Context: an optimization exercise on an open-source flow, tuned for small area and a short achievable clock period. The choices shown serve that exercise and are no tape-out recipe.
Function was not checked in any run shown here: the RTL went through the layout flow alone.

==> design/flow/design.v <==
module square_cell #(
	parameter J = 1
)(
	input  [J:0]   r,      
	input  [J-1:0] q,      
	input  [1:0]   b,      
	output [J+1:0] nr,
	output [J:0]   nq
);
	wire [J+1:0] s = {1'b0, r} + {1'b0, 1'b1, ~q} + {{(J+1){1'b0}}, |b};
	wire ge = s[J+1];
	assign nq = {q, ge};
	assign nr[1:0]   = ge ? {~(b[1] ^ b[0]), ~b[0]} : b;
	assign nr[J+1:2] = ge ? s[J-1:0] : r[J-1:0];
endmodule
module square_extractor #(
	parameter WIDTH = 32
)(
	input clk,     
	input rst_n,   
	input din_valid,
	input [2 * WIDTH - 1:0]radicand,
	output dout_valid,
	output [WIDTH - 1:0]dout,
	output [2 * WIDTH - 1:0]remainder
);
	wire [0:0] q_1;
	wire [1:0] r_1;
	wire [61:0] x_1 = radicand[61:0];
	assign q_1 = |radicand[63:62];
	assign r_1 = {radicand[63] & radicand[62], radicand[63] & ~radicand[62]};
	reg v_s0;
	reg [0:0] q_s0;
	reg [1:0] r_s0;
	reg [61:0] x_s0;
	always @(posedge clk or negedge rst_n)
		if (!rst_n) v_s0 <= 1'b0;
		else v_s0 <= din_valid;
	always @(posedge clk) begin q_s0 <= q_1; r_s0 <= r_1; x_s0 <= x_1; end
	wire [0:0] q_1_s = q_s0;
	wire [1:0] r_1_s = r_s0;
	wire [61:0] x_1_s = x_s0;
	wire [1:0] q_2;
	wire [2:0] r_2;
	wire [59:0] x_2 = x_1_s[59:0];
	square_cell #(.J(1)) u_row1 (.r(r_1_s), .q(q_1_s), .b(x_1_s[61:60]), .nr(r_2), .nq(q_2));
	reg v_s1;
	reg [1:0] q_s1;
	reg [2:0] r_s1;
	reg [59:0] x_s1;
	always @(posedge clk or negedge rst_n)
		if (!rst_n) v_s1 <= 1'b0;
		else v_s1 <= v_s0;
	always @(posedge clk) begin q_s1 <= q_2; r_s1 <= r_2; x_s1 <= x_2; end
	wire [1:0] q_2_s = q_s1;
	wire [2:0] r_2_s = r_s1;
	wire [59:0] x_2_s = x_s1;
	wire [2:0] q_3;
	wire [3:0] r_3;
	wire [57:0] x_3 = x_2_s[57:0];
	square_cell #(.J(2)) u_row2 (.r(r_2_s), .q(q_2_s), .b(x_2_s[59:58]), .nr(r_3), .nq(q_3));
	reg v_s2;
	reg [2:0] q_s2;
	reg [3:0] r_s2;
	reg [57:0] x_s2;
	always @(posedge clk or negedge rst_n)
		if (!rst_n) v_s2 <= 1'b0;
		else v_s2 <= v_s1;
	always @(posedge clk) begin q_s2 <= q_3; r_s2 <= r_3; x_s2 <= x_3; end
	wire [2:0] q_3_s = q_s2;
	wire [3:0] r_3_s = r_s2;
	wire [57:0] x_3_s = x_s2;
	wire [3:0] q_4;
	wire [4:0] r_4;
	wire [55:0] x_4 = x_3_s[55:0];
	square_cell #(.J(3)) u_row3 (.r(r_3_s), .q(q_3_s), .b(x_3_s[57:56]), .nr(r_4), .nq(q_4));
	reg v_s3;
	reg [3:0] q_s3;
	reg [4:0] r_s3;
	reg [55:0] x_s3;
	always @(posedge clk or negedge rst_n)
		if (!rst_n) v_s3 <= 1'b0;
		else v_s3 <= v_s2;
	always @(posedge clk) begin q_s3 <= q_4; r_s3 <= r_4; x_s3 <= x_4; end
	wire [3:0] q_4_s = q_s3;
	wire [4:0] r_4_s = r_s3;
	wire [55:0] x_4_s = x_s3;
	wire [4:0] q_5;
	wire [5:0] r_5;
	wire [53:0] x_5 = x_4_s[53:0];
	square_cell #(.J(4)) u_row4 (.r(r_4_s), .q(q_4_s), .b(x_4_s[55:54]), .nr(r_5), .nq(q_5));
	reg v_s4;
	reg [4:0] q_s4;
	reg [5:0] r_s4;
	reg [53:0] x_s4;
	always @(posedge clk or negedge rst_n)
		if (!rst_n) v_s4 <= 1'b0;
		else v_s4 <= v_s3;
	always @(posedge clk) begin q_s4 <= q_5; r_s4 <= r_5; x_s4 <= x_5; end
	wire [4:0] q_5_s = q_s4;
	wire [5:0] r_5_s = r_s4;
	wire [53:0] x_5_s = x_s4;
	wire [5:0] q_6;
	wire [6:0] r_6;
	wire [51:0] x_6 = x_5_s[51:0];
	square_cell #(.J(5)) u_row5 (.r(r_5_s), .q(q_5_s), .b(x_5_s[53:52]), .nr(r_6), .nq(q_6));
	reg v_s5;
	reg [5:0] q_s5;
	reg [6:0] r_s5;
	reg [51:0] x_s5;
	always @(posedge clk or negedge rst_n)
		if (!rst_n) v_s5 <= 1'b0;
		else v_s5 <= v_s4;
	always @(posedge clk) begin q_s5 <= q_6; r_s5 <= r_6; x_s5 <= x_6; end
	wire [5:0] q_6_s = q_s5;
	wire [6:0] r_6_s = r_s5;
	wire [51:0] x_6_s = x_s5;
	wire [6:0] q_7;
	wire [7:0] r_7;
	wire [49:0] x_7 = x_6_s[49:0];
	square_cell #(.J(6)) u_row6 (.r(r_6_s), .q(q_6_s), .b(x_6_s[51:50]), .nr(r_7), .nq(q_7));
	reg v_s6;
	reg [6:0] q_s6;
	reg [7:0] r_s6;
	reg [49:0] x_s6;
	always @(posedge clk or negedge rst_n)
		if (!rst_n) v_s6 <= 1'b0;
		else v_s6 <= v_s5;
	always @(posedge clk) begin q_s6 <= q_7; r_s6 <= r_7; x_s6 <= x_7; end
	wire [6:0] q_7_s = q_s6;
	wire [7:0] r_7_s = r_s6;
	wire [49:0] x_7_s = x_s6;
	wire [7:0] q_8;
	wire [8:0] r_8;
	wire [47:0] x_8 = x_7_s[47:0];
	square_cell #(.J(7)) u_row7 (.r(r_7_s), .q(q_7_s), .b(x_7_s[49:48]), .nr(r_8), .nq(q_8));
	reg v_s7;
	reg [7:0] q_s7;
	reg [8:0] r_s7;
	reg [47:0] x_s7;
	always @(posedge clk or negedge rst_n)
		if (!rst_n) v_s7 <= 1'b0;
		else v_s7 <= v_s6;
	always @(posedge clk) begin q_s7 <= q_8; r_s7 <= r_8; x_s7 <= x_8; end
	wire [7:0] q_8_s = q_s7;
	wire [8:0] r_8_s = r_s7;
	wire [47:0] x_8_s = x_s7;
	wire [8:0] q_9;
	wire [9:0] r_9;
	wire [45:0] x_9 = x_8_s[45:0];
	square_cell #(.J(8)) u_row8 (.r(r_8_s), .q(q_8_s), .b(x_8_s[47:46]), .nr(r_9), .nq(q_9));
	reg v_s8;
	reg [8:0] q_s8;
	reg [9:0] r_s8;
	reg [45:0] x_s8;
	always @(posedge clk or negedge rst_n)
		if (!rst_n) v_s8 <= 1'b0;
		else v_s8 <= v_s7;
	always @(posedge clk) begin q_s8 <= q_9; r_s8 <= r_9; x_s8 <= x_9; end
	wire [8:0] q_9_s = q_s8;
	wire [9:0] r_9_s = r_s8;
	wire [45:0] x_9_s = x_s8;
	wire [9:0] q_10;
	wire [10:0] r_10;
	wire [43:0] x_10 = x_9_s[43:0];
	square_cell #(.J(9)) u_row9 (.r(r_9_s), .q(q_9_s), .b(x_9_s[45:44]), .nr(r_10), .nq(q_10));
	reg v_s9;
	reg [9:0] q_s9;
	reg [10:0] r_s9;
	reg [43:0] x_s9;
	always @(posedge clk or negedge rst_n)
		if (!rst_n) v_s9 <= 1'b0;
		else v_s9 <= v_s8;
	always @(posedge clk) begin q_s9 <= q_10; r_s9 <= r_10; x_s9 <= x_10; end
	wire [9:0] q_10_s = q_s9;
	wire [10:0] r_10_s = r_s9;
	wire [43:0] x_10_s = x_s9;
	wire [10:0] q_11;
	wire [11:0] r_11;
	wire [41:0] x_11 = x_10_s[41:0];
	square_cell #(.J(10)) u_row10 (.r(r_10_s), .q(q_10_s), .b(x_10_s[43:42]), .nr(r_11), .nq(q_11));
	reg v_s10;
	reg [10:0] q_s10;
	reg [11:0] r_s10;
	reg [41:0] x_s10;
	always @(posedge clk or negedge rst_n)
		if (!rst_n) v_s10 <= 1'b0;
		else v_s10 <= v_s9;
	always @(posedge clk) begin q_s10 <= q_11; r_s10 <= r_11; x_s10 <= x_11; end
	wire [10:0] q_11_s = q_s10;
	wire [11:0] r_11_s = r_s10;
	wire [41:0] x_11_s = x_s10;
	wire [11:0] q_12;
	wire [12:0] r_12;
	wire [39:0] x_12 = x_11_s[39:0];
	square_cell #(.J(11)) u_row11 (.r(r_11_s), .q(q_11_s), .b(x_11_s[41:40]), .nr(r_12), .nq(q_12));
	reg v_s11;
	reg [11:0] q_s11;
	reg [12:0] r_s11;
	reg [39:0] x_s11;
	always @(posedge clk or negedge rst_n)
		if (!rst_n) v_s11 <= 1'b0;
		else v_s11 <= v_s10;
	always @(posedge clk) begin q_s11 <= q_12; r_s11 <= r_12; x_s11 <= x_12; end
	wire [11:0] q_12_s = q_s11;
	wire [12:0] r_12_s = r_s11;
	wire [39:0] x_12_s = x_s11;
	wire [12:0] q_13;
	wire [13:0] r_13;
	wire [37:0] x_13 = x_12_s[37:0];
	square_cell #(.J(12)) u_row12 (.r(r_12_s), .q(q_12_s), .b(x_12_s[39:38]), .nr(r_13), .nq(q_13));
	reg v_s12;
	reg [12:0] q_s12;
	reg [13:0] r_s12;
	reg [37:0] x_s12;
	always @(posedge clk or negedge rst_n)
		if (!rst_n) v_s12 <= 1'b0;
		else v_s12 <= v_s11;
	always @(posedge clk) begin q_s12 <= q_13; r_s12 <= r_13; x_s12 <= x_13; end
	wire [12:0] q_13_s = q_s12;
	wire [13:0] r_13_s = r_s12;
	wire [37:0] x_13_s = x_s12;
	wire [13:0] q_14;
	wire [14:0] r_14;
	wire [35:0] x_14 = x_13_s[35:0];
	square_cell #(.J(13)) u_row13 (.r(r_13_s), .q(q_13_s), .b(x_13_s[37:36]), .nr(r_14), .nq(q_14));
	reg v_s13;
	reg [13:0] q_s13;
	reg [14:0] r_s13;
	reg [35:0] x_s13;
	always @(posedge clk or negedge rst_n)
		if (!rst_n) v_s13 <= 1'b0;
		else v_s13 <= v_s12;
	always @(posedge clk) begin q_s13 <= q_14; r_s13 <= r_14; x_s13 <= x_14; end
	wire [13:0] q_14_s = q_s13;
	wire [14:0] r_14_s = r_s13;
	wire [35:0] x_14_s = x_s13;
	wire [14:0] q_15;
	wire [15:0] r_15;
	wire [33:0] x_15 = x_14_s[33:0];
	square_cell #(.J(14)) u_row14 (.r(r_14_s), .q(q_14_s), .b(x_14_s[35:34]), .nr(r_15), .nq(q_15));
	reg v_s14;
	reg [14:0] q_s14;
	reg [15:0] r_s14;
	reg [33:0] x_s14;
	always @(posedge clk or negedge rst_n)
		if (!rst_n) v_s14 <= 1'b0;
		else v_s14 <= v_s13;
	always @(posedge clk) begin q_s14 <= q_15; r_s14 <= r_15; x_s14 <= x_15; end
	wire [14:0] q_15_s = q_s14;
	wire [15:0] r_15_s = r_s14;
	wire [33:0] x_15_s = x_s14;
	wire [15:0] q_16;
	wire [16:0] r_16;
	wire [31:0] x_16 = x_15_s[31:0];
	square_cell #(.J(15)) u_row15 (.r(r_15_s), .q(q_15_s), .b(x_15_s[33:32]), .nr(r_16), .nq(q_16));
	reg v_s15;
	reg [15:0] q_s15;
	reg [16:0] r_s15;
	reg [31:0] x_s15;
	always @(posedge clk or negedge rst_n)
		if (!rst_n) v_s15 <= 1'b0;
		else v_s15 <= v_s14;
	always @(posedge clk) begin q_s15 <= q_16; r_s15 <= r_16; x_s15 <= x_16; end
	wire [15:0] q_16_s = q_s15;
	wire [16:0] r_16_s = r_s15;
	wire [31:0] x_16_s = x_s15;
	wire [16:0] q_17;
	wire [17:0] r_17;
	wire [29:0] x_17 = x_16_s[29:0];
	square_cell #(.J(16)) u_row16 (.r(r_16_s), .q(q_16_s), .b(x_16_s[31:30]), .nr(r_17), .nq(q_17));
	reg v_s16;
	reg [16:0] q_s16;
	reg [17:0] r_s16;
	reg [29:0] x_s16;
	always @(posedge clk or negedge rst_n)
		if (!rst_n) v_s16 <= 1'b0;
		else v_s16 <= v_s15;
	always @(posedge clk) begin q_s16 <= q_17; r_s16 <= r_17; x_s16 <= x_17; end
	wire [16:0] q_17_s = q_s16;
	wire [17:0] r_17_s = r_s16;
	wire [29:0] x_17_s = x_s16;
	wire [17:0] q_18;
	wire [18:0] r_18;
	wire [27:0] x_18 = x_17_s[27:0];
	square_cell #(.J(17)) u_row17 (.r(r_17_s), .q(q_17_s), .b(x_17_s[29:28]), .nr(r_18), .nq(q_18));
	reg v_s17;
	reg [17:0] q_s17;
	reg [18:0] r_s17;
	reg [27:0] x_s17;
	always @(posedge clk or negedge rst_n)
		if (!rst_n) v_s17 <= 1'b0;
		else v_s17 <= v_s16;
	always @(posedge clk) begin q_s17 <= q_18; r_s17 <= r_18; x_s17 <= x_18; end
	wire [17:0] q_18_s = q_s17;
	wire [18:0] r_18_s = r_s17;
	wire [27:0] x_18_s = x_s17;
	wire [18:0] q_19;
	wire [19:0] r_19;
	wire [25:0] x_19 = x_18_s[25:0];
	square_cell #(.J(18)) u_row18 (.r(r_18_s), .q(q_18_s), .b(x_18_s[27:26]), .nr(r_19), .nq(q_19));
	reg v_s18;
	reg [18:0] q_s18;
	reg [19:0] r_s18;
	reg [25:0] x_s18;
	always @(posedge clk or negedge rst_n)
		if (!rst_n) v_s18 <= 1'b0;
		else v_s18 <= v_s17;
	always @(posedge clk) begin q_s18 <= q_19; r_s18 <= r_19; x_s18 <= x_19; end
	wire [18:0] q_19_s = q_s18;
	wire [19:0] r_19_s = r_s18;
	wire [25:0] x_19_s = x_s18;
	wire [19:0] q_20;
	wire [20:0] r_20;
	wire [23:0] x_20 = x_19_s[23:0];
	square_cell #(.J(19)) u_row19 (.r(r_19_s), .q(q_19_s), .b(x_19_s[25:24]), .nr(r_20), .nq(q_20));
	reg v_s19;
	reg [19:0] q_s19;
	reg [20:0] r_s19;
	reg [23:0] x_s19;
	always @(posedge clk or negedge rst_n)
		if (!rst_n) v_s19 <= 1'b0;
		else v_s19 <= v_s18;
	always @(posedge clk) begin q_s19 <= q_20; r_s19 <= r_20; x_s19 <= x_20; end
	wire [19:0] q_20_s = q_s19;
	wire [20:0] r_20_s = r_s19;
	wire [23:0] x_20_s = x_s19;
	wire [20:0] q_21;
	wire [21:0] r_21;
	wire [21:0] x_21 = x_20_s[21:0];
	square_cell #(.J(20)) u_row20 (.r(r_20_s), .q(q_20_s), .b(x_20_s[23:22]), .nr(r_21), .nq(q_21));
	reg v_s20;
	reg [20:0] q_s20;
	reg [21:0] r_s20;
	reg [21:0] x_s20;
	always @(posedge clk or negedge rst_n)
		if (!rst_n) v_s20 <= 1'b0;
		else v_s20 <= v_s19;
	always @(posedge clk) begin q_s20 <= q_21; r_s20 <= r_21; x_s20 <= x_21; end
	wire [20:0] q_21_s = q_s20;
	wire [21:0] r_21_s = r_s20;
	wire [21:0] x_21_s = x_s20;
	wire [21:0] q_22;
	wire [22:0] r_22;
	wire [19:0] x_22 = x_21_s[19:0];
	square_cell #(.J(21)) u_row21 (.r(r_21_s), .q(q_21_s), .b(x_21_s[21:20]), .nr(r_22), .nq(q_22));
	reg v_s21;
	reg [21:0] q_s21;
	reg [22:0] r_s21;
	reg [19:0] x_s21;
	always @(posedge clk or negedge rst_n)
		if (!rst_n) v_s21 <= 1'b0;
		else v_s21 <= v_s20;
	always @(posedge clk) begin q_s21 <= q_22; r_s21 <= r_22; x_s21 <= x_22; end
	wire [21:0] q_22_s = q_s21;
	wire [22:0] r_22_s = r_s21;
	wire [19:0] x_22_s = x_s21;
	wire [22:0] q_23;
	wire [23:0] r_23;
	wire [17:0] x_23 = x_22_s[17:0];
	square_cell #(.J(22)) u_row22 (.r(r_22_s), .q(q_22_s), .b(x_22_s[19:18]), .nr(r_23), .nq(q_23));
	reg v_s22;
	reg [22:0] q_s22;
	reg [23:0] r_s22;
	reg [17:0] x_s22;
	always @(posedge clk or negedge rst_n)
		if (!rst_n) v_s22 <= 1'b0;
		else v_s22 <= v_s21;
	always @(posedge clk) begin q_s22 <= q_23; r_s22 <= r_23; x_s22 <= x_23; end
	wire [22:0] q_23_s = q_s22;
	wire [23:0] r_23_s = r_s22;
	wire [17:0] x_23_s = x_s22;
	wire [23:0] q_24;
	wire [24:0] r_24;
	wire [15:0] x_24 = x_23_s[15:0];
	square_cell #(.J(23)) u_row23 (.r(r_23_s), .q(q_23_s), .b(x_23_s[17:16]), .nr(r_24), .nq(q_24));
	reg v_s23;
	reg [23:0] q_s23;
	reg [24:0] r_s23;
	reg [15:0] x_s23;
	always @(posedge clk or negedge rst_n)
		if (!rst_n) v_s23 <= 1'b0;
		else v_s23 <= v_s22;
	always @(posedge clk) begin q_s23 <= q_24; r_s23 <= r_24; x_s23 <= x_24; end
	wire [23:0] q_24_s = q_s23;
	wire [24:0] r_24_s = r_s23;
	wire [15:0] x_24_s = x_s23;
	wire [24:0] q_25;
	wire [25:0] r_25;
	wire [13:0] x_25 = x_24_s[13:0];
	square_cell #(.J(24)) u_row24 (.r(r_24_s), .q(q_24_s), .b(x_24_s[15:14]), .nr(r_25), .nq(q_25));
	reg v_s24;
	reg [24:0] q_s24;
	reg [25:0] r_s24;
	reg [13:0] x_s24;
	always @(posedge clk or negedge rst_n)
		if (!rst_n) v_s24 <= 1'b0;
		else v_s24 <= v_s23;
	always @(posedge clk) begin q_s24 <= q_25; r_s24 <= r_25; x_s24 <= x_25; end
	wire [24:0] q_25_s = q_s24;
	wire [25:0] r_25_s = r_s24;
	wire [13:0] x_25_s = x_s24;
	wire [25:0] q_26;
	wire [26:0] r_26;
	wire [11:0] x_26 = x_25_s[11:0];
	square_cell #(.J(25)) u_row25 (.r(r_25_s), .q(q_25_s), .b(x_25_s[13:12]), .nr(r_26), .nq(q_26));
	reg v_s25;
	reg [25:0] q_s25;
	reg [26:0] r_s25;
	reg [11:0] x_s25;
	always @(posedge clk or negedge rst_n)
		if (!rst_n) v_s25 <= 1'b0;
		else v_s25 <= v_s24;
	always @(posedge clk) begin q_s25 <= q_26; r_s25 <= r_26; x_s25 <= x_26; end
	wire [25:0] q_26_s = q_s25;
	wire [26:0] r_26_s = r_s25;
	wire [11:0] x_26_s = x_s25;
	wire [26:0] q_27;
	wire [27:0] r_27;
	wire [9:0] x_27 = x_26_s[9:0];
	square_cell #(.J(26)) u_row26 (.r(r_26_s), .q(q_26_s), .b(x_26_s[11:10]), .nr(r_27), .nq(q_27));
	reg v_s26;
	reg [26:0] q_s26;
	reg [27:0] r_s26;
	reg [9:0] x_s26;
	always @(posedge clk or negedge rst_n)
		if (!rst_n) v_s26 <= 1'b0;
		else v_s26 <= v_s25;
	always @(posedge clk) begin q_s26 <= q_27; r_s26 <= r_27; x_s26 <= x_27; end
	wire [26:0] q_27_s = q_s26;
	wire [27:0] r_27_s = r_s26;
	wire [9:0] x_27_s = x_s26;
	wire [27:0] q_28;
	wire [28:0] r_28;
	wire [7:0] x_28 = x_27_s[7:0];
	square_cell #(.J(27)) u_row27 (.r(r_27_s), .q(q_27_s), .b(x_27_s[9:8]), .nr(r_28), .nq(q_28));
	reg v_s27;
	reg [27:0] q_s27;
	reg [28:0] r_s27;
	reg [7:0] x_s27;
	always @(posedge clk or negedge rst_n)
		if (!rst_n) v_s27 <= 1'b0;
		else v_s27 <= v_s26;
	always @(posedge clk) begin q_s27 <= q_28; r_s27 <= r_28; x_s27 <= x_28; end
	wire [27:0] q_28_s = q_s27;
	wire [28:0] r_28_s = r_s27;
	wire [7:0] x_28_s = x_s27;
	wire [28:0] q_29;
	wire [29:0] r_29;
	wire [5:0] x_29 = x_28_s[5:0];
	square_cell #(.J(28)) u_row28 (.r(r_28_s), .q(q_28_s), .b(x_28_s[7:6]), .nr(r_29), .nq(q_29));
	reg v_s28;
	reg [28:0] q_s28;
	reg [29:0] r_s28;
	reg [5:0] x_s28;
	always @(posedge clk or negedge rst_n)
		if (!rst_n) v_s28 <= 1'b0;
		else v_s28 <= v_s27;
	always @(posedge clk) begin q_s28 <= q_29; r_s28 <= r_29; x_s28 <= x_29; end
	wire [28:0] q_29_s = q_s28;
	wire [29:0] r_29_s = r_s28;
	wire [5:0] x_29_s = x_s28;
	wire [29:0] q_30;
	wire [30:0] r_30;
	wire [3:0] x_30 = x_29_s[3:0];
	square_cell #(.J(29)) u_row29 (.r(r_29_s), .q(q_29_s), .b(x_29_s[5:4]), .nr(r_30), .nq(q_30));
	reg v_s29;
	reg [29:0] q_s29;
	reg [30:0] r_s29;
	reg [3:0] x_s29;
	always @(posedge clk or negedge rst_n)
		if (!rst_n) v_s29 <= 1'b0;
		else v_s29 <= v_s28;
	always @(posedge clk) begin q_s29 <= q_30; r_s29 <= r_30; x_s29 <= x_30; end
	wire [29:0] q_30_s = q_s29;
	wire [30:0] r_30_s = r_s29;
	wire [3:0] x_30_s = x_s29;
	wire [30:0] q_31;
	wire [31:0] r_31;
	wire [1:0] x_31 = x_30_s[1:0];
	square_cell #(.J(30)) u_row30 (.r(r_30_s), .q(q_30_s), .b(x_30_s[3:2]), .nr(r_31), .nq(q_31));
	reg v_s30;
	reg [30:0] q_s30;
	reg [31:0] r_s30;
	reg [1:0] x_s30;
	always @(posedge clk or negedge rst_n)
		if (!rst_n) v_s30 <= 1'b0;
		else v_s30 <= v_s29;
	always @(posedge clk) begin q_s30 <= q_31; r_s30 <= r_31; x_s30 <= x_31; end
	wire [30:0] q_31_s = q_s30;
	wire [31:0] r_31_s = r_s30;
	wire [1:0] x_31_s = x_s30;
	wire [31:0] q_32;
	wire [32:0] r_32;
	square_cell #(.J(31)) u_row31 (.r(r_31_s), .q(q_31_s), .b(x_31_s[1:0]), .nr(r_32), .nq(q_32));
	reg v_s31;
	reg [31:0] q_s31;
	reg [32:0] r_s31;
	always @(posedge clk or negedge rst_n)
		if (!rst_n) v_s31 <= 1'b0;
		else v_s31 <= v_s30;
	always @(posedge clk) begin q_s31 <= q_32; r_s31 <= r_32; end
	wire [31:0] q_32_s = q_s31;
	wire [32:0] r_32_s = r_s31;
	assign dout_valid = v_s31;
	assign dout = q_32_s;
	assign remainder = {31'b0, r_32_s};
endmodule
==> design/flow/run.sh <==
#!/bin/bash
# synth_recipe.tcl (not shown) runs the flow's synth.tcl, then flattens the netlist and writes it again
# the make line also repeats each setting of config.mk as NAME=value (left out here)
make -C /OpenROAD-flow-scripts/flow DESIGN_CONFIG=/design/flow/config.mk WORK_HOME=/design/flow/orfs CLKGATE_MAP_FILE= SYNTH_SCRIPT=/design/flow/synth_recipe.tcl finish
==> design/flow/config.mk <==
export PLATFORM = sky130hd
export DESIGN_NAME = square_extractor
export DESIGN_NICKNAME = square_extractor
export VERILOG_FILES = /design/flow/design.v
export SDC_FILE = /design/flow/constraint.sdc
export NUM_CORES = 8
export LEC_CHECK = 0
export CAP_MARGIN = 20
export CORE_MARGIN = 2
export CORE_UTILIZATION = 40
export SLEW_MARGIN = 20
==> design/flow/constraint.sdc <==
create_clock -name core_clock -period 5.5 [get_ports {clk}]
set_input_delay 1.1000 -clock core_clock [delete_from_list [all_inputs] [get_ports {clk}]]
set_output_delay 1.1000 -clock core_clock [all_outputs]
set_load 0.01 [all_outputs]
==> impl_metrics.prom, run 1 <==
# TYPE chip_impl_metric gauge
chip_impl_metric{name="n_fill_cell",unit=""} 16200
chip_impl_metric{name="clk_sink_count",unit=""} 2112
chip_impl_info{name="topRoutingLayerUsed",value="met4"} 1
chip_impl_metric{name="start_util",unit=""} 0.403
chip_impl_metric{name="source_to_sink_clock_delay_at_the_later_pin_of_the_worst_skew_pair",unit="ns"} 0.85
chip_impl_metric{name="final_core_util",unit=""} 0.467
chip_impl_info{name="run_status",value="timing/DRC/antenna clean"} 1
chip_impl_metric{name="first_pass_iters",unit=""} 5
chip_impl_metric{name="routed_wire_length_per_instance",unit="microns"} 12.4
chip_impl_metric{name="wl_met3",unit="microns"} 4400
chip_impl_info{name="synth_top_family_by_area",value="compound AO/OA/AOI/OAI gates"} 1
chip_impl_metric{name="core",unit="sq um"} 181000
chip_impl_metric{name="post_synthesis_cell_area",unit="sq um"} 72900
chip_impl_metric{name="groute.usage.overall",unit=""} 0.125
chip_impl_metric{name="pin_count_of_the_biggest_net_entering_global_routing",unit=""} 56
chip_impl_info{name="rsz0062_at_grt",value="no"} 1
chip_impl_metric{name="finalWeightedCongestion",unit=""} 0.873
chip_impl_metric{name="drv_slew",unit=""} 0
chip_impl_metric{name="cts.reportedPaths.clkPinSlew",unit="ns"} 0.06
chip_impl_info{name="cts_tree",value="yes"} 1
chip_impl_metric{name="place.detailed.instances",unit=""} 8956
chip_impl_metric{name="cap_viol_max_count",unit=""} 0
chip_impl_metric{name="dr_total_vias",unit=""} 43000
chip_impl_metric{name="drt-met1-wl",unit="microns"} 55300
chip_impl_metric{name="ant_nets",unit=""} 0
chip_impl_info{name="worstHoldPathType",value="reg -> reg"} 1
chip_impl_metric{name="grt-ovfl-total",unit=""} 0
chip_impl_metric{name="final-setup-viol-count",unit=""} 0
chip_impl_metric{name="detail_route.wirelength",unit="microns"} 116000
chip_impl_metric{name="placementRows",unit=""} 156
chip_impl_metric{name="cts-hold-fix-buffers",unit=""} 0
chip_impl_metric{name="cts_inserted_buffers",unit=""} 208
chip_impl_metric{name="die_area",unit="sq um"} 186000
chip_impl_metric{name="report.final.hold_viol_count",unit=""} 0
chip_impl_metric{name="synthMuxAreaShare",unit=""} 0.0473
chip_impl_info{name="crit_slowest_cell",value="sky130_fd_sc_hd__a221oi_1"} 1
chip_impl_metric{name="cp.arrival",unit="ns"} 5.13
chip_impl_metric{name="seq_area",unit="sq um"} 42400
chip_impl_info{name="critPathKind",value="reg -> reg"} 1
chip_impl_metric{name="synth.ff_latch_count",unit=""} 2112
chip_impl_metric{name="grt_antenna_before_repair",unit=""} 0
chip_impl_metric{name="final.setup.tns",unit="ns"} 0
chip_impl_info{name="path_common_cell",value="sky130_fd_sc_hd__inv_1"} 1
chip_impl_metric{name="multiInputGateArea",unit="sq um"} 27300
chip_impl_metric{name="cp_data_required_time",unit="ns"} 6.23
chip_impl_metric{name="met2_length",unit="microns"} 52400
chip_impl_metric{name="skew",unit="ns"} 0.0564
chip_impl_metric{name="syn_inst",unit=""} 6512
chip_impl_metric{name="vias_per_cell",unit=""} 4.60
chip_impl_metric{name="fin_crit_share",unit=""} 0.800
chip_impl_metric{name="post_syn_area_per_cell",unit="sq um"} 11.2
chip_impl_info{name="timing.critical_path.cells",value="inv_1 > ha_1 > inv_1 > fa_1 > inv_1 > fa_1 > nor2b_1 > o31a_1 > o41ai_2 > a31oi_1 > a221oi_1 > o31a_1 > o21a_1 > buf_4 > mux2_2"} 1
chip_impl_metric{name="diodes",unit=""} 0
chip_impl_metric{name="netlist_cell_types",unit=""} 84
chip_impl_metric{name="synth_area_in_adders",unit=""} 0.101
chip_impl_metric{name="max-clock-path-buffers",unit=""} 3
chip_impl_info{name="clock-root-buffer",value="sky130_fd_sc_hd__clkbuf_16"} 1
chip_impl_metric{name="final_nets",unit=""} 7418
chip_impl_metric{name="io-pin-count",unit=""} 164
chip_impl_info{name="synth-main-ff-cell",value="sky130_fd_sc_hd__dfxtp_1"} 1
chip_impl_metric{name="fin_cells",unit=""} 9342
chip_impl_metric{name="synth_compound_area_frac",unit=""} 0.108
chip_impl_metric{name="synth_enable_flop_cells",unit=""} 0
chip_impl_metric{name="grt_first_pass_wirelength",unit="microns"} 197000
chip_impl_metric{name="port_buffers",unit=""} 132
chip_impl_info{name="most-common-layout-cells",value="sky130_fd_sc_hd__dfxtp_1, sky130_fd_sc_hd__inv_1, sky130_fd_sc_hd__ha_1"} 1
chip_impl_metric{name="fmaxAchievable",unit="MHz"} 227
chip_impl_metric{name="place.detailed.hpwl",unit="microns"} 84000
chip_impl_metric{name="synth.yosys.warnings",unit=""} 1
chip_impl_metric{name="first_global_vias",unit=""} 43000
chip_impl_metric{name="slew_at_the_pin_closest_to_its_max_slew_limit",unit="ns"} 1.03
chip_impl_info{name="mostFrequentLayoutCell",value="sky130_fd_sc_hd__dfxtp_1"} 1
chip_impl_metric{name="critical_path_peak_fanout",unit=""} 28
chip_impl_metric{name="synth.yosys.seq_area_share",unit=""} 0.582
chip_impl_metric{name="postCtsResizedCells",unit=""} 0
chip_impl_metric{name="synthArstFlopShare",unit=""} 0.0152
chip_impl_metric{name="die_h",unit="microns"} 431
chip_impl_metric{name="post-cts-setup-buffers",unit=""} 0
chip_impl_metric{name="synth_xor_xnor_area_share",unit=""} 0.0449
chip_impl_metric{name="reg2reg_setup_slack",unit="ns"} 1.10
chip_impl_metric{name="share_of_post_route_cells_with_drive_strength_above_1",unit=""} 0.0985
chip_impl_metric{name="max_slew_headroom",unit=""} 0.292
chip_impl_metric{name="yosys.area_share.simple",unit=""} 0.0699
chip_impl_info{name="critPathLaunchType",value="flop"} 1
chip_impl_metric{name="finalCriticalPeriod",unit="ns"} 4.40
chip_impl_metric{name="chipWidth",unit="microns"} 431
chip_impl_metric{name="area_growth",unit="%"} 15.8
chip_impl_metric{name="detail_route.iter0.violations",unit=""} 2050
chip_impl_info{name="end_kind",value="flop"} 1
chip_impl_metric{name="clock_tree.htree_level_count",unit=""} 4
chip_impl_metric{name="route.detailed.drc",unit=""} 0
chip_impl_metric{name="critical_path.max_stage_delay",unit="ns"} 0.50
cell usage after synthesis, types with 40 or more instances:
cell / count / area share
sky130_fd_sc_hd__nand2_1: 299 / 0.015
sky130_fd_sc_hd__xor2_1: 138 / 0.017
sky130_fd_sc_hd__o21ai_0: 331 / 0.023
sky130_fd_sc_hd__mux2i_1: 46 / 0.0063
sky130_fd_sc_hd__nor2b_1: 70 / 0.0060
sky130_fd_sc_hd__a21oi_1: 359 / 0.025
sky130_fd_sc_hd__dfxtp_1: 2080 / 0.57
sky130_fd_sc_hd__a211oi_1: 40 / 0.0041
sky130_fd_sc_hd__nor3_1: 99 / 0.0068
sky130_fd_sc_hd__xnor2_1: 236 / 0.028
sky130_fd_sc_hd__clkbuf_1: 43 / 0.0022
sky130_fd_sc_hd__mux2_2: 232 / 0.036
sky130_fd_sc_hd__ha_1: 495 / 0.085
sky130_fd_sc_hd__nand3_1: 74 / 0.0051
sky130_fd_sc_hd__inv_1: 721 / 0.037
sky130_fd_sc_hd__o21bai_1: 40 / 0.0041
sky130_fd_sc_hd__a21o_1: 127 / 0.013
sky130_fd_sc_hd__nand2b_1: 57 / 0.0049
sky130_fd_sc_hd__o21a_1: 61 / 0.0063
sky130_fd_sc_hd__fa_1: 60 / 0.016
sky130_fd_sc_hd__nor2_1: 323 / 0.017
worst max-delay path, delay by kind of cell, from the launching register on:
| kind | cells | cell delay (ns) |
|---|---|---|
| buffers and inverters | 4 | 0.54 |
| adders and majority gates | 3 | 0.74 |
| and+or+nand+nor | 1 | 0.07 |
| muxes | 1 | 0.36 |
| AOI/OAI and AO/OA | 6 | 2.25 |
| DFF | 1 | 0.32 |
layout make-up:
cell class | count | area share
Sequential cell | 2112 | 0.503
Clock inverter | 98 | 0.0186
Multi-Input combinational cell | 3596 | 0.323
Clock buffer | 288 | 0.0703
Tap cell | 2370 | 0.0351
Timing Repair Buffer | 155 | 0.0177
Inverter | 723 | 0.0321
per-layer routing:
layer  track usage  vias to the layer above
met5             0                        -
met4        0.0590                        0
met3        0.0256                      295
met2         0.207                      642
met1         0.155                    19700
li1              -                    22400
kinds of logic (layout without fill, tap and decap cells):
group | Yosys count | after routing
buffers and inverters | 834 | 1264
AND/OR/NAND/NOR | 1087 | 1087
flip-flops | 2112 | 2112
adder cells (fa/ha/maj) | 555 | 555
AO/OA/AOI/OAI | 1246 | 1246
other | 1 | 31
multiplexers | 303 | 303
XOR/XNOR | 374 | 374
state kept, by name (all words and copies together) (netlist names), 44 cells and up:
name / count
x_s0: 62
x_s1: 60
x_s8: 46
x_s4: 54
x_s9: 44
x_s3: 56
x_s5: 52
x_s7: 48
x_s2: 58
x_s6: 50
per-stage QoR:
step / hold slack, ns / instance area, sq um / setup WS [ns]
finish: 0.280 / 84400 / 1.10
floorplan: 0.310 / 73000 / 1.69
global placement: 0.310 / 76900 / 1.15
detailed placement: 0.312 / 76900 / 1.11
global route: 0.276 / 84400 / 0.750
CTS: 0.269 / 84400 / 1.07
final timing paths:
path,startpoint,to,cells after the start
setup reg to reg,x_s30[0],r_s31[2],15
max in group asynchronous,rst_n,v_s23,2
min in group asynchronous,rst_n,v_s10,2
setup / recovery,x_s30[0],r_s31[2],15
hold reg to reg,x_s7[18],x_s8[18],0
hold / removal,x_s7[18],x_s8[18],0
==> run 2: changes to the inputs <==
--- a/design/flow/config.mk
+++ b/design/flow/config.mk
@@ -6,4 +6,5 @@
 export NUM_CORES = 8
 export LEC_CHECK = 0
+export ABC_CLOCK_PERIOD_IN_PS = 1500
 export CAP_MARGIN = 20
 export CORE_MARGIN = 2
==> run 2 against run 1 <==
  * Still clean
  * Routed wire length did not move
  * Final cell count did not move
  * Fmax did not move
  * First-iteration DRC count did not move
  * Clock-buffer cell count did not move
  * Core utilization did not move
==> impl_metrics.prom, run 2 <==
# TYPE chip_impl_metric gauge
chip_impl_metric{name="postCtsResizedCells",unit=""} 0
chip_impl_metric{name="largest_register_ffs",unit=""} 62
chip_impl_metric{name="finalCriticalPeriod",unit="ns"} 4.40
chip_impl_info{name="synth_area_leader_cell",value="sky130_fd_sc_hd__dfxtp_1"} 1
chip_impl_metric{name="slew_at_the_pin_closest_to_its_max_slew_limit",unit="ns"} 1.03
chip_impl_metric{name="grt-ovfl-total",unit=""} 0
chip_impl_metric{name="fin_crit_share",unit=""} 0.800
chip_impl_metric{name="placementRows",unit=""} 156
chip_impl_metric{name="syn_inst",unit=""} 6512
chip_impl_info{name="critPathLaunchType",value="flop"} 1
chip_impl_metric{name="diodes",unit=""} 0
chip_impl_metric{name="skew",unit="ns"} 0.0564
chip_impl_metric{name="dr_total_vias",unit=""} 43000
chip_impl_metric{name="cts_inserted_buffers",unit=""} 208
chip_impl_metric{name="post_syn_area_per_cell",unit="sq um"} 11.2
chip_impl_metric{name="vias_per_cell",unit=""} 4.60
chip_impl_info{name="most-common-layout-cells",value="sky130_fd_sc_hd__dfxtp_1, sky130_fd_sc_hd__inv_1, sky130_fd_sc_hd__ha_1"} 1
chip_impl_metric{name="first_pass_iters",unit=""} 5
chip_impl_metric{name="groute.usage.overall",unit=""} 0.125
chip_impl_metric{name="route.detailed.drc",unit=""} 0
chip_impl_info{name="largest-register",value="x_s0"} 1
chip_impl_metric{name="cts.reportedPaths.clkPinSlew",unit="ns"} 0.06
chip_impl_info{name="worst_path_dominant_cell_family",value="compound AO/OA/AOI/OAI gates"} 1
chip_impl_info{name="timing.critical_path.cells",value="inv_1 > ha_1 > inv_1 > fa_1 > inv_1 > fa_1 > nor2b_1 > o31a_1 > o41ai_2 > a31oi_1 > a221oi_1 > o31a_1 > o21a_1 > buf_4 > mux2_2"} 1
chip_impl_metric{name="grt_antenna_before_repair",unit=""} 0
chip_impl_metric{name="detail_route.iter0.violations",unit=""} 2050
chip_impl_metric{name="die_area",unit="sq um"} 186000
chip_impl_metric{name="post-cts-setup-buffers",unit=""} 0
chip_impl_metric{name="clock_tree.htree_level_count",unit=""} 4
chip_impl_metric{name="drv_slew",unit=""} 0
chip_impl_metric{name="pin_count_of_the_biggest_net_entering_global_routing",unit=""} 56
chip_impl_metric{name="ant_nets",unit=""} 0
chip_impl_metric{name="cap_viol_max_count",unit=""} 0
chip_impl_info{name="rsz0062_at_grt",value="no"} 1
chip_impl_metric{name="source_to_sink_clock_delay_at_the_later_pin_of_the_worst_skew_pair",unit="ns"} 0.85
chip_impl_metric{name="chipWidth",unit="microns"} 431
chip_impl_metric{name="grt_first_pass_wirelength",unit="microns"} 197000
chip_impl_info{name="worstHoldPathType",value="reg -> reg"} 1
chip_impl_metric{name="share_of_post_route_cells_with_drive_strength_above_1",unit=""} 0.0985
chip_impl_metric{name="routed_wire_length_per_instance",unit="microns"} 12.4
chip_impl_metric{name="area_share_of_the_largest_cell_type_after_synthesis",unit=""} 0.571
chip_impl_metric{name="fmaxAchievable",unit="MHz"} 227
chip_impl_info{name="end_kind",value="flop"} 1
chip_impl_metric{name="synth.yosys.seq_area_share",unit=""} 0.582
chip_impl_metric{name="synthArstFlopShare",unit=""} 0.0152
chip_impl_metric{name="critical_path.n_buffers_inverters",unit=""} 4
chip_impl_info{name="mostFrequentLayoutCell",value="sky130_fd_sc_hd__dfxtp_1"} 1
chip_impl_info{name="synthTopCellsByArea",value="sky130_fd_sc_hd__dfxtp_1, sky130_fd_sc_hd__ha_1, sky130_fd_sc_hd__inv_1"} 1
chip_impl_metric{name="final-setup-viol-count",unit=""} 0
chip_impl_metric{name="cp.arrival",unit="ns"} 5.13
chip_impl_info{name="yosys-top-cells-count",value="sky130_fd_sc_hd__dfxtp_1, sky130_fd_sc_hd__inv_1, sky130_fd_sc_hd__ha_1, sky130_fd_sc_hd__a21oi_1, sky130_fd_sc_hd__o21ai_0"} 1
chip_impl_metric{name="die_h",unit="microns"} 431
chip_impl_metric{name="first_global_vias",unit=""} 43000
chip_impl_metric{name="netlist_cell_types",unit=""} 84
chip_impl_metric{name="final.setup.tns",unit="ns"} 0
chip_impl_metric{name="finalWeightedCongestion",unit=""} 0.873
chip_impl_metric{name="critical_path_peak_fanout",unit=""} 28
chip_impl_info{name="crit_slowest_cell",value="sky130_fd_sc_hd__a221oi_1"} 1
chip_impl_metric{name="n_fill_cell",unit=""} 16200
chip_impl_metric{name="start_util",unit=""} 0.403
chip_impl_info{name="critPathKind",value="reg -> reg"} 1
chip_impl_metric{name="detail_route.wirelength",unit="microns"} 116000
chip_impl_metric{name="synth.ff_latch_count",unit=""} 2112
chip_impl_info{name="yosys.cell_count.top_type",value="sky130_fd_sc_hd__dfxtp_1"} 1
chip_impl_metric{name="cp_data_required_time",unit="ns"} 6.23
chip_impl_metric{name="port_buffers",unit=""} 132
chip_impl_info{name="synth-main-ff-cell",value="sky130_fd_sc_hd__dfxtp_1"} 1
chip_impl_metric{name="synth.yosys.warnings",unit=""} 1
chip_impl_info{name="cts_tree",value="yes"} 1
chip_impl_metric{name="max-clock-path-buffers",unit=""} 3
chip_impl_info{name="clock-root-buffer",value="sky130_fd_sc_hd__clkbuf_16"} 1
chip_impl_metric{name="cts-hold-fix-buffers",unit=""} 0
chip_impl_metric{name="area_growth",unit="%"} 15.8
chip_impl_metric{name="synth_enable_flop_cells",unit=""} 0
chip_impl_metric{name="critical_path.max_stage_delay",unit="ns"} 0.50
chip_impl_metric{name="place.detailed.hpwl",unit="microns"} 84000
chip_impl_metric{name="report.final.hold_viol_count",unit=""} 0
chip_impl_metric{name="max_slew_headroom",unit=""} 0.292
chip_impl_metric{name="final_nets",unit=""} 7418
chip_impl_info{name="top_regs",value="x_s0: 62 flops, x_s1: 60 flops, x_s2: 58 flops"} 1
chip_impl_info{name="run_status",value="timing/DRC/antenna clean"} 1
chip_impl_info{name="path_common_cell",value="sky130_fd_sc_hd__inv_1"} 1
chip_impl_metric{name="io-pin-count",unit=""} 164
chip_impl_metric{name="clk_sink_count",unit=""} 2112
chip_impl_metric{name="core",unit="sq um"} 181000
chip_impl_metric{name="post_synthesis_cell_area",unit="sq um"} 72900
-- run 2: cell counts in the layout (fill, tap and decap cells not counted) --
Identical to the previous run, type by type.
-- run 2: worst reg2reg max path: cells and delay by family, from the launching register on --
| family | cells | cell delay, ns |
|---|---|---|
| AO/OA/AOI/OAI | 6 | 2.25 |
| adder cells (fa/ha/maj) | 3 | 0.74 |
| buffers and inverters | 4 | 0.54 |
| flip-flops | 1 | 0.32 |
| multiplexers | 1 | 0.37 |
| AND/OR/NAND/NOR | 1 | 0.07 |
-- run 2: routing by layer --
layer / track usage / share of wire / up-vias
li1: - / - / 22400
met1: 0.155 / 0.48 / 19700
met2: 0.207 / 0.45 / 642
met3: 0.0256 / 0.038 / 295
met4: 0.0590 / 0.036 / 0
met5: 0 / 0 / -
-- run 2: final cells by class --
cell class                      instances  area [sq um]  share of cell area
Inverter                              723          2710              0.0321
Clock inverter                         98          1570              0.0186
Tap cell                             2370          2970              0.0351
Clock buffer                          288          5940              0.0703
Sequential cell                      2112         42400               0.503
Multi-Input combinational cell       3596         27300               0.323
Timing Repair Buffer                  155          1490              0.0177
-- run 2: kinds of logic (layout without fill, tap and decap cells) --
logic type | after synthesis | after routing | share of synthesized area
AO/OA/AOI/OAI | 1246 | 1246 | 0.108
multiplexers | 303 | 303 | 0.0473
buffers and inverters | 834 | 1264 | 0.0455
flip-flops | 2112 | 2112 | 0.582
AND/OR/NAND/NOR | 1087 | 1087 | 0.0699
XOR/XNOR | 374 | 374 | 0.0449
adder cells (fa/ha/maj) | 555 | 555 | 0.101
other | 1 | 31 | 0.0000515
-- run 2: worst paths after layout --
| kind | slack [ns] | cells past startpoint | start | to |
|---|---|---|---|---|
| min in group asynchronous | 0.65 | 2 | rst_n | v_s10 |
| setup reg to reg | 1.10 | 15 | x_s30[0] | r_s31[2] |
| setup / recovery | 1.10 | 15 | x_s30[0] | r_s31[2] |
| max in group asynchronous | 4.52 | 2 | rst_n | v_s23 |
| hold / removal | 0.28 | 0 | x_s7[18] | x_s8[18] |
| hold reg to reg | 0.28 | 0 | x_s7[18] | x_s8[18] |
-- run 2: through the flow --
| step | hold WS (ns) | instances | worst slack [ns] | util | cell area (sq um) |
|---|---|---|---|---|---|
| floorplan | 0.310 | 6542 | 1.69 | - | 73000 |
| global placement | 0.310 | 8956 | 1.15 | 0.425 | 76900 |
| detailed placement | 0.312 | 8956 | 1.11 | 0.425 | 76900 |
| CTS | 0.269 | 9342 | 1.07 | 0.467 | 84400 |
| global route | 0.276 | 9342 | 0.750 | 0.467 | 84400 |
| finish | 0.280 | 9342 | 1.10 | 0.467 | 84400 |
==> run 3: changes to the inputs <==
--- a/design/flow/config.mk
+++ b/design/flow/config.mk
@@ -10,3 +10,4 @@
 export CORE_MARGIN = 2
 export CORE_UTILIZATION = 40
+export SETUP_SLACK_MARGIN = 3.0
 export SLEW_MARGIN = 20
==> run 3 against run 2 <==
  * Still clean
  * Worst setup slack gained 0.64 ns
  * Sequential share of layout area shrank 5.1 points
  * Die area is the same
  * Global-route usage grew 2.1 points
  * Final cell count grew 4.4%
  * Clock skew shrank 0.017 ns
  * Critical path depth grew 1
  * Highest routed layer unchanged
==> impl_metrics.prom, run 3 <==
# TYPE chip_impl_metric gauge
chip_impl_metric{name="seq_area",unit="sq um"} 42500
chip_impl_metric{name="post_syn_area_per_cell",unit="sq um"} 11.2
chip_impl_info{name="most-common-layout-cells",value="sky130_fd_sc_hd__dfxtp_1, sky130_fd_sc_hd__inv_1, sky130_fd_sc_hd__ha_1"} 1
chip_impl_metric{name="source_to_sink_clock_delay_at_the_later_pin_of_the_worst_skew_pair",unit="ns"} 0.85
chip_impl_info{name="worst_r2r_startpoint",value="x_s26[9]"} 1
chip_impl_info{name="timing.critical_path.cells",value="inv_2 > ha_4 > inv_2 > fa_2 > inv_2 > fa_2 > nor2b_1 > o31a_1 > o41a_1 > o221a_4 > a21oi_4 > o21ai_1 > o41a_1 > a211o_1 > buf_12 > mux2_4"} 1
chip_impl_metric{name="largest_register_ffs",unit=""} 62
chip_impl_info{name="synth-main-ff-cell",value="sky130_fd_sc_hd__dfxtp_1"} 1
chip_impl_metric{name="grt_antenna_before_repair",unit=""} 2
chip_impl_metric{name="synth_enable_flop_cells",unit=""} 0
chip_impl_metric{name="multiInputGateArea",unit="sq um"} 32000
chip_impl_metric{name="synth_xor_xnor_area_share",unit=""} 0.0449
chip_impl_metric{name="drv_slew",unit=""} 0
chip_impl_info{name="yosys.cell_count.top_type",value="sky130_fd_sc_hd__dfxtp_1"} 1
chip_impl_metric{name="max-clock-path-buffers",unit=""} 3
chip_impl_metric{name="detail_route.wirelength",unit="microns"} 139000
chip_impl_metric{name="fmaxAchievable",unit="MHz"} 266
chip_impl_metric{name="finalCriticalPeriod",unit="ns"} 3.76
chip_impl_info{name="worstHoldPathType",value="reg -> reg"} 1
chip_impl_metric{name="cp.arrival",unit="ns"} 4.46
chip_impl_info{name="clock-root-buffer",value="sky130_fd_sc_hd__clkbuf_16"} 1
chip_impl_metric{name="met2_length",unit="microns"} 74600
chip_impl_metric{name="cts.reportedPaths.clkPinSlew",unit="ns"} 0.06
chip_impl_metric{name="die_area",unit="sq um"} 186000
chip_impl_info{name="cts_tree",value="yes"} 1
chip_impl_metric{name="clk_sink_count",unit=""} 2112
chip_impl_info{name="synth_area_leader_cell",value="sky130_fd_sc_hd__dfxtp_1"} 1
chip_impl_metric{name="route.detailed.drc",unit=""} 0
chip_impl_metric{name="synth_area_in_adders",unit=""} 0.101
chip_impl_info{name="largest-register",value="x_s0"} 1
chip_impl_metric{name="synth_compound_area_frac",unit=""} 0.108
chip_impl_metric{name="ant_nets",unit=""} 0
chip_impl_metric{name="port_buffers",unit=""} 132
chip_impl_metric{name="netlist_cell_types",unit=""} 84
chip_impl_metric{name="share_of_post_route_cells_with_drive_strength_above_1",unit=""} 0.259
chip_impl_info{name="timing.hold.worst.start",value="x_s26[7]"} 1
chip_impl_metric{name="yosys.area_share.simple",unit=""} 0.0699
chip_impl_metric{name="reg2reg_depth",unit=""} 16
chip_impl_metric{name="start_util",unit=""} 0.403
chip_impl_metric{name="grt_first_pass_wirelength",unit="microns"} 224000
chip_impl_metric{name="vias_per_cell",unit=""} 4.70
chip_impl_metric{name="area_growth",unit="%"} 29.3
chip_impl_metric{name="first_global_vias",unit=""} 46700
chip_impl_metric{name="synth.yosys.warnings",unit=""} 1
chip_impl_metric{name="place.detailed.instances",unit=""} 8958
chip_impl_metric{name="final.setup.tns",unit="ns"} 0
chip_impl_metric{name="wl_met3",unit="microns"} 4630
chip_impl_metric{name="cts_inserted_buffers",unit=""} 213
chip_impl_metric{name="clock_tree.htree_level_count",unit=""} 4
chip_impl_info{name="end_kind",value="flop"} 1
chip_impl_metric{name="fin_crit_share",unit=""} 0.684
chip_impl_metric{name="drt-met1-wl",unit="microns"} 52400
chip_impl_info{name="critPathLaunchType",value="flop"} 1
chip_impl_metric{name="core",unit="sq um"} 181000
chip_impl_metric{name="routed_wire_length_per_instance",unit="microns"} 14.3
chip_impl_info{name="top_regs",value="x_s0: 62 flops, x_s1: 60 flops, x_s2: 58 flops"} 1
chip_impl_metric{name="dr_total_vias",unit=""} 45800
chip_impl_info{name="yosys-top-cells-count",value="sky130_fd_sc_hd__dfxtp_1, sky130_fd_sc_hd__inv_1, sky130_fd_sc_hd__ha_1, sky130_fd_sc_hd__a21oi_1, sky130_fd_sc_hd__o21ai_0"} 1
chip_impl_metric{name="cp_data_required_time",unit="ns"} 6.20
chip_impl_metric{name="placementRows",unit=""} 156
chip_impl_metric{name="max_slew_headroom",unit=""} 0.482
chip_impl_metric{name="final_nets",unit=""} 7817
chip_impl_info{name="rsz0062_at_grt",value="yes"} 1
chip_impl_metric{name="detail_route.iter0.violations",unit=""} 1646
chip_impl_metric{name="chipWidth",unit="microns"} 431
chip_impl_info{name="hold_end",value="x_s27[7]"} 1
chip_impl_metric{name="grt-ovfl-total",unit=""} 0
chip_impl_metric{name="place.detailed.hpwl",unit="microns"} 87100
chip_impl_metric{name="pin_count_of_the_biggest_net_entering_global_routing",unit=""} 33
chip_impl_metric{name="final-setup-viol-count",unit=""} 0
chip_impl_metric{name="synthArstFlopShare",unit=""} 0.0152
chip_impl_info{name="synth_top_family_by_area",value="compound AO/OA/AOI/OAI gates"} 1
chip_impl_metric{name="synth.yosys.seq_area_share",unit=""} 0.582
chip_impl_metric{name="area_share_of_the_largest_cell_type_after_synthesis",unit=""} 0.571
chip_impl_metric{name="finalWeightedCongestion",unit=""} 0.892
chip_impl_metric{name="fin_cells",unit=""} 9756
chip_impl_metric{name="n_fill_cell",unit=""} 15300
chip_impl_info{name="mostFrequentLayoutCell",value="sky130_fd_sc_hd__dfxtp_1"} 1
chip_impl_metric{name="syn_inst",unit=""} 6512
chip_impl_metric{name="report.final.hold_viol_count",unit=""} 0
chip_impl_metric{name="synthMuxAreaShare",unit=""} 0.0473
chip_impl_metric{name="critical_path_peak_fanout",unit=""} 30
chip_impl_info{name="synthTopCellsByArea",value="sky130_fd_sc_hd__dfxtp_1, sky130_fd_sc_hd__ha_1, sky130_fd_sc_hd__inv_1"} 1
chip_impl_metric{name="critical_path.max_stage_delay",unit="ns"} 0.40
chip_impl_metric{name="reg2reg_setup_slack",unit="ns"} 1.74
chip_impl_info{name="topRoutingLayerUsed",value="met4"} 1
chip_impl_metric{name="post_synthesis_cell_area",unit="sq um"} 72900
chip_impl_info{name="run_status",value="timing/DRC/antenna clean"} 1
chip_impl_info{name="end_of_the_worst_register_to_register_path",value="r_s27[19]"} 1
chip_impl_metric{name="cts-hold-fix-buffers",unit=""} 0
chip_impl_metric{name="hold-path-cell-count",unit=""} 0
chip_impl_info{name="critPathKind",value="reg -> reg"} 1
chip_impl_metric{name="slew_at_the_pin_closest_to_its_max_slew_limit",unit="ns"} 0.773
chip_impl_metric{name="skew",unit="ns"} 0.0397
chip_impl_metric{name="io-pin-count",unit=""} 164
chip_impl_metric{name="synth.ff_latch_count",unit=""} 2112
chip_impl_info{name="path_common_cell",value="sky130_fd_sc_hd__inv_2"} 1
chip_impl_metric{name="groute.usage.overall",unit=""} 0.146
chip_impl_info{name="crit_slowest_cell",value="sky130_fd_sc_hd__o41a_1"} 1
chip_impl_metric{name="cap_viol_max_count",unit=""} 0
chip_impl_metric{name="die_h",unit="microns"} 431
chip_impl_metric{name="first_pass_iters",unit=""} 5
run 3: critical path, delay by kind of cell, from the launching register on:
kind | cells | cell delay [ns]
AO/OA/AOI/OAI | 7 | 1.91
adder cells (fa/ha/maj) | 3 | 0.67
buffers and inverters | 4 | 0.36
flip-flops | 1 | 0.30
multiplexers | 1 | 0.31
AND/OR/NAND/NOR | 1 | 0.06
run 3: worst max-delay path by stage:
stage,slack [ns],to,cells after the start,start
floorplan,1.95,r_s25[19],15,x_s24[12]
CTS,1.73,r_s27[19],16,x_s26[8]
detailed placement,1.38,r_s31[23],15,x_s30[0]
global placement,1.44,r_s31[23],15,x_s30[0]
global route,1.62,r_s27[19],16,x_s26[8]
finish,1.74,r_s27[19],16,x_s26[9]
run 3: metrics by stage:
| step | instance area, sq um | setup WS (ns) | hold WS (ns) | util |
|---|---|---|---|---|
| floorplan | 75000 | 1.95 | 0.310 | - |
| global placement | 78400 | 1.44 | 0.310 | 0.433 |
| finish | 94300 | 1.74 | 0.298 | 0.521 |
| global route | 94300 | 1.62 | 0.304 | 0.521 |
| detailed placement | 78400 | 1.38 | 0.312 | 0.433 |
| CTS | 91800 | 1.73 | 0.307 | 0.508 |
run 3: cell type report:
class,instances,area share
Tap cell,2370,0.0315
Antenna cell,10,0.000265
Timing Repair inverter,3,0.000704
Clock buffer,296,0.0655
Timing Repair Buffer,537,0.0643
Clock inverter,100,0.0171
Multi-Input combinational cell,3605,0.340
Inverter,723,0.0293
Sequential cell,2112,0.451
run 3: routing by layer:
metal,vias up,GRT usage
li1,23300,-
met1,21500,0.145
met2,724,0.280
met3,395,0.0270
met4,0,0.0851
met5,-,0
run 3: kinds of logic after synthesis:
family | after synthesis
adder cells (fa/ha/maj) | 555
multiplexers | 303
buffers and inverters | 834
AND/OR/NAND/NOR | 1087
other | 1
AO/OA/AOI/OAI | 1246
XOR/XNOR | 374
flip-flops | 2112
run 3: repair_timing:
item | in CTS | in global routing
pin swaps | 275 | 181
buffers inserted | 232 | 98
endpoints found under the setup margin | 615 | 552
resized for setup | 966 | 362
gates cloned | 60 | 2
==> run 4: changes to the inputs <==
--- a/design/flow/config.mk
+++ b/design/flow/config.mk
@@ -6,8 +6,7 @@
 export NUM_CORES = 8
 export LEC_CHECK = 0
-export ABC_CLOCK_PERIOD_IN_PS = 1500
+export ABC_AREA = 1
 export CAP_MARGIN = 20
 export CORE_MARGIN = 2
 export CORE_UTILIZATION = 40
-export SETUP_SLACK_MARGIN = 3.0
 export SLEW_MARGIN = 20
==> run 4 against run 3 <==
  * Still clean on timing, DRC and antenna
  * Final cell count rose by 33%
  * Fmax increased by 8.9%
  * Sequential cell count is the same
  * Area after synthesis rose by 12%
  * Critical path type unchanged
==> impl_metrics.prom, run 4 <==
# TYPE chip_impl_metric gauge
chip_impl_metric{name="pin_count_of_the_biggest_net_entering_global_routing",unit=""} 46
chip_impl_metric{name="groute.usage.overall",unit=""} 0.192
chip_impl_metric{name="drv_slew",unit=""} 0
chip_impl_metric{name="n_fill_cell",unit=""} 20000
chip_impl_info{name="most-common-layout-cells",value="sky130_fd_sc_hd__nand2_1, sky130_fd_sc_hd__dfxtp_1, sky130_fd_sc_hd__inv_1"} 1
chip_impl_metric{name="multiInputGateArea",unit="sq um"} 32500
chip_impl_metric{name="core",unit="sq um"} 204000
chip_impl_metric{name="synth_xor_xnor_area_share",unit=""} 0.0277
chip_impl_metric{name="cts_inserted_buffers",unit=""} 209
chip_impl_metric{name="finalCriticalPeriod",unit="ns"} 3.46
chip_impl_info{name="synthTopCellsByArea",value="sky130_fd_sc_hd__dfxtp_1, sky130_fd_sc_hd__nand2_1, sky130_fd_sc_hd__ha_1"} 1
chip_impl_metric{name="source_to_sink_clock_delay_at_the_later_pin_of_the_worst_skew_pair",unit="ns"} 0.87
chip_impl_metric{name="grt-ovfl-total",unit=""} 0
chip_impl_metric{name="ant_nets",unit=""} 0
chip_impl_metric{name="finalWeightedCongestion",unit=""} 0.893
chip_impl_info{name="critPathLaunchType",value="flop"} 1
chip_impl_metric{name="max-clock-path-buffers",unit=""} 3
chip_impl_info{name="worstHoldPathType",value="reg -> reg"} 1
chip_impl_metric{name="netlist_cell_types",unit=""} 51
chip_impl_metric{name="synthArstFlopShare",unit=""} 0.0152
chip_impl_metric{name="post_syn_area_per_cell",unit="sq um"} 8.30
chip_impl_metric{name="finish.instance_area",unit="sq um"} 93100
chip_impl_info{name="top_regs",value="x_s0: 62 flops, x_s1: 60 flops, x_s2: 58 flops"} 1
chip_impl_metric{name="place.detailed.hpwl",unit="microns"} 159000
chip_impl_metric{name="die_h",unit="microns"} 456
chip_impl_metric{name="route.detailed.drc",unit=""} 0
chip_impl_metric{name="synth_compound_area_frac",unit=""} 0.0550
chip_impl_info{name="run_status",value="timing/DRC/antenna clean"} 1
chip_impl_metric{name="vias_per_cell",unit=""} 4.62
chip_impl_metric{name="synthMuxAreaShare",unit=""} 0
chip_impl_metric{name="postPlaceCellArea",unit="sq um"} 85700
chip_impl_metric{name="dr_total_vias",unit=""} 59800
chip_impl_metric{name="share_of_post_route_cells_with_drive_strength_above_1",unit=""} 0.0433
chip_impl_metric{name="seq_area",unit="sq um"} 42400
chip_impl_info{name="worst_r2r_startpoint",value="x_s26[8]"} 1
chip_impl_metric{name="placementRows",unit=""} 166
chip_impl_info{name="synth_top_family_by_area",value="simple AND/OR/NAND/NOR gates"} 1
chip_impl_metric{name="chipWidth",unit="microns"} 456
chip_impl_info{name="end_kind",value="flop"} 1
chip_impl_metric{name="cp.arrival",unit="ns"} 4.15
chip_impl_metric{name="final-setup-viol-count",unit=""} 0
chip_impl_metric{name="final.setup.tns",unit="ns"} 0
chip_impl_metric{name="grt_antenna_before_repair",unit=""} 3
chip_impl_metric{name="synth.ff_latch_count",unit=""} 2112
==> run 4: kinds of logic (layout without fill, tap and decap cells) <==
logic type | count (synthesis) | after routing
AND/OR/NAND/NOR | 4378 | 4378
flip-flops | 2112 | 2112
buffers and inverters | 1733 | 2122
AO/OA/AOI/OAI | 816 | 816
adder cells (fa/ha/maj) | 555 | 555
XOR/XNOR | 259 | 259
other | 1 | 32
==> run 4: worst paths after layout <==
check | endpoint | slack (ns) | cells past startpoint
setup / recovery | r_s27[22] | 2.04 | 16
hold / removal | x_s18[18] | 0.30 | 0
setup reg to reg | r_s27[22] | 2.04 | 16
hold reg to reg | x_s18[18] | 0.30 | 0
max in group asynchronous | v_s9 | 4.56 | 2
min in group asynchronous | v_s0 | 0.64 | 2
==> run 4: metal layers <==
layer / global-route usage / share of wire / vias to the layer above
met4: 0.0549 / 0.024 / 0
met5: 0 / 0 / -
met1: 0.252 / 0.46 / 27300
met3: 0.0269 / 0.043 / 276
li1: - / - / 31100
met2: 0.327 / 0.47 / 1145
==> run 4: per-stage QoR <==
stage	util	setup slack [ns]	cells	hold slack [ns]
6_report	0.457	2.04	13000	0.303
5_1_grt	0.457	1.75	13000	0.302
4_1_cts	0.457	2.06	13000	0.301
3_5_place_dp	0.420	2.08	12600	0.312
3_3_place_gp	0.420	2.13	12600	0.310
2_1_floorplan	-	3.08	9884	0.310
==> run 4: layout make-up <==
| type | count | share of cell area |
|---|---|---|
| Sequential cell | 2112 | 0.456 |
| Clock inverter | 83 | 0.0149 |
| Multi-Input combinational cell | 6039 | 0.349 |
| Inverter | 1605 | 0.0647 |
| Clock buffer | 297 | 0.0646 |
| Timing Repair Buffer | 137 | 0.0147 |
| Antenna cell | 1 | 0.0000269 |
| Tap cell | 2688 | 0.0361 |
==> run 4: worst max-delay path, cell delays in order (launching register included) <==
cell and delay (ns):
sky130_fd_sc_hd__dfxtp_1 0.34, sky130_fd_sc_hd__inv_1 0.05, sky130_fd_sc_hd__ha_1 0.19, sky130_fd_sc_hd__inv_1 0.07, sky130_fd_sc_hd__fa_1 0.21, sky130_fd_sc_hd__inv_1 0.08
sky130_fd_sc_hd__fa_1 0.41, sky130_fd_sc_hd__inv_1 0.10, sky130_fd_sc_hd__nand3_1 0.07, sky130_fd_sc_hd__nand3_1 0.18, sky130_fd_sc_hd__nand3_1 0.10, sky130_fd_sc_hd__nand3_1 0.15
sky130_fd_sc_hd__nand3b_1 0.11, sky130_fd_sc_hd__nand2_2 0.58, sky130_fd_sc_hd__inv_2 0.44, sky130_fd_sc_hd__nand2_1 0.15, sky130_fd_sc_hd__nand2_1 0.08

static timing again, ports no longer ideal:
The flow's constraints put no driver on any port. The routed layouts listed below were extracted and timed again, unchanged, in two steps.
Step 1, drivers: a clkbuf_16 drives clk and a buf_2 each remaining input, both assumed.
Step 2 also shifts input and output timing later by t, the mid clock arrival at the registers, as if the neighbouring blocks saw the same clock.
a / b / c = ideal / step 1 / step 2; a / b = the first two.
run | t, ns | setup slack, ns | worst register clock-pin slew, ns
run 1 | 0.897 | 1.099 / 1.099 / 1.099 | 0.07 / 0.07
run 2 | 0.897 | 1.099 / 1.099 / 1.099 | 0.07 / 0.07
run 3 | 0.900 | 1.736 / 1.736 / 1.736 | 0.07 / 0.07
run 4 | 0.923 | 2.045 / 2.045 / 2.045 | 0.07 / 0.07
After both steps every run listed still meets setup and hold.
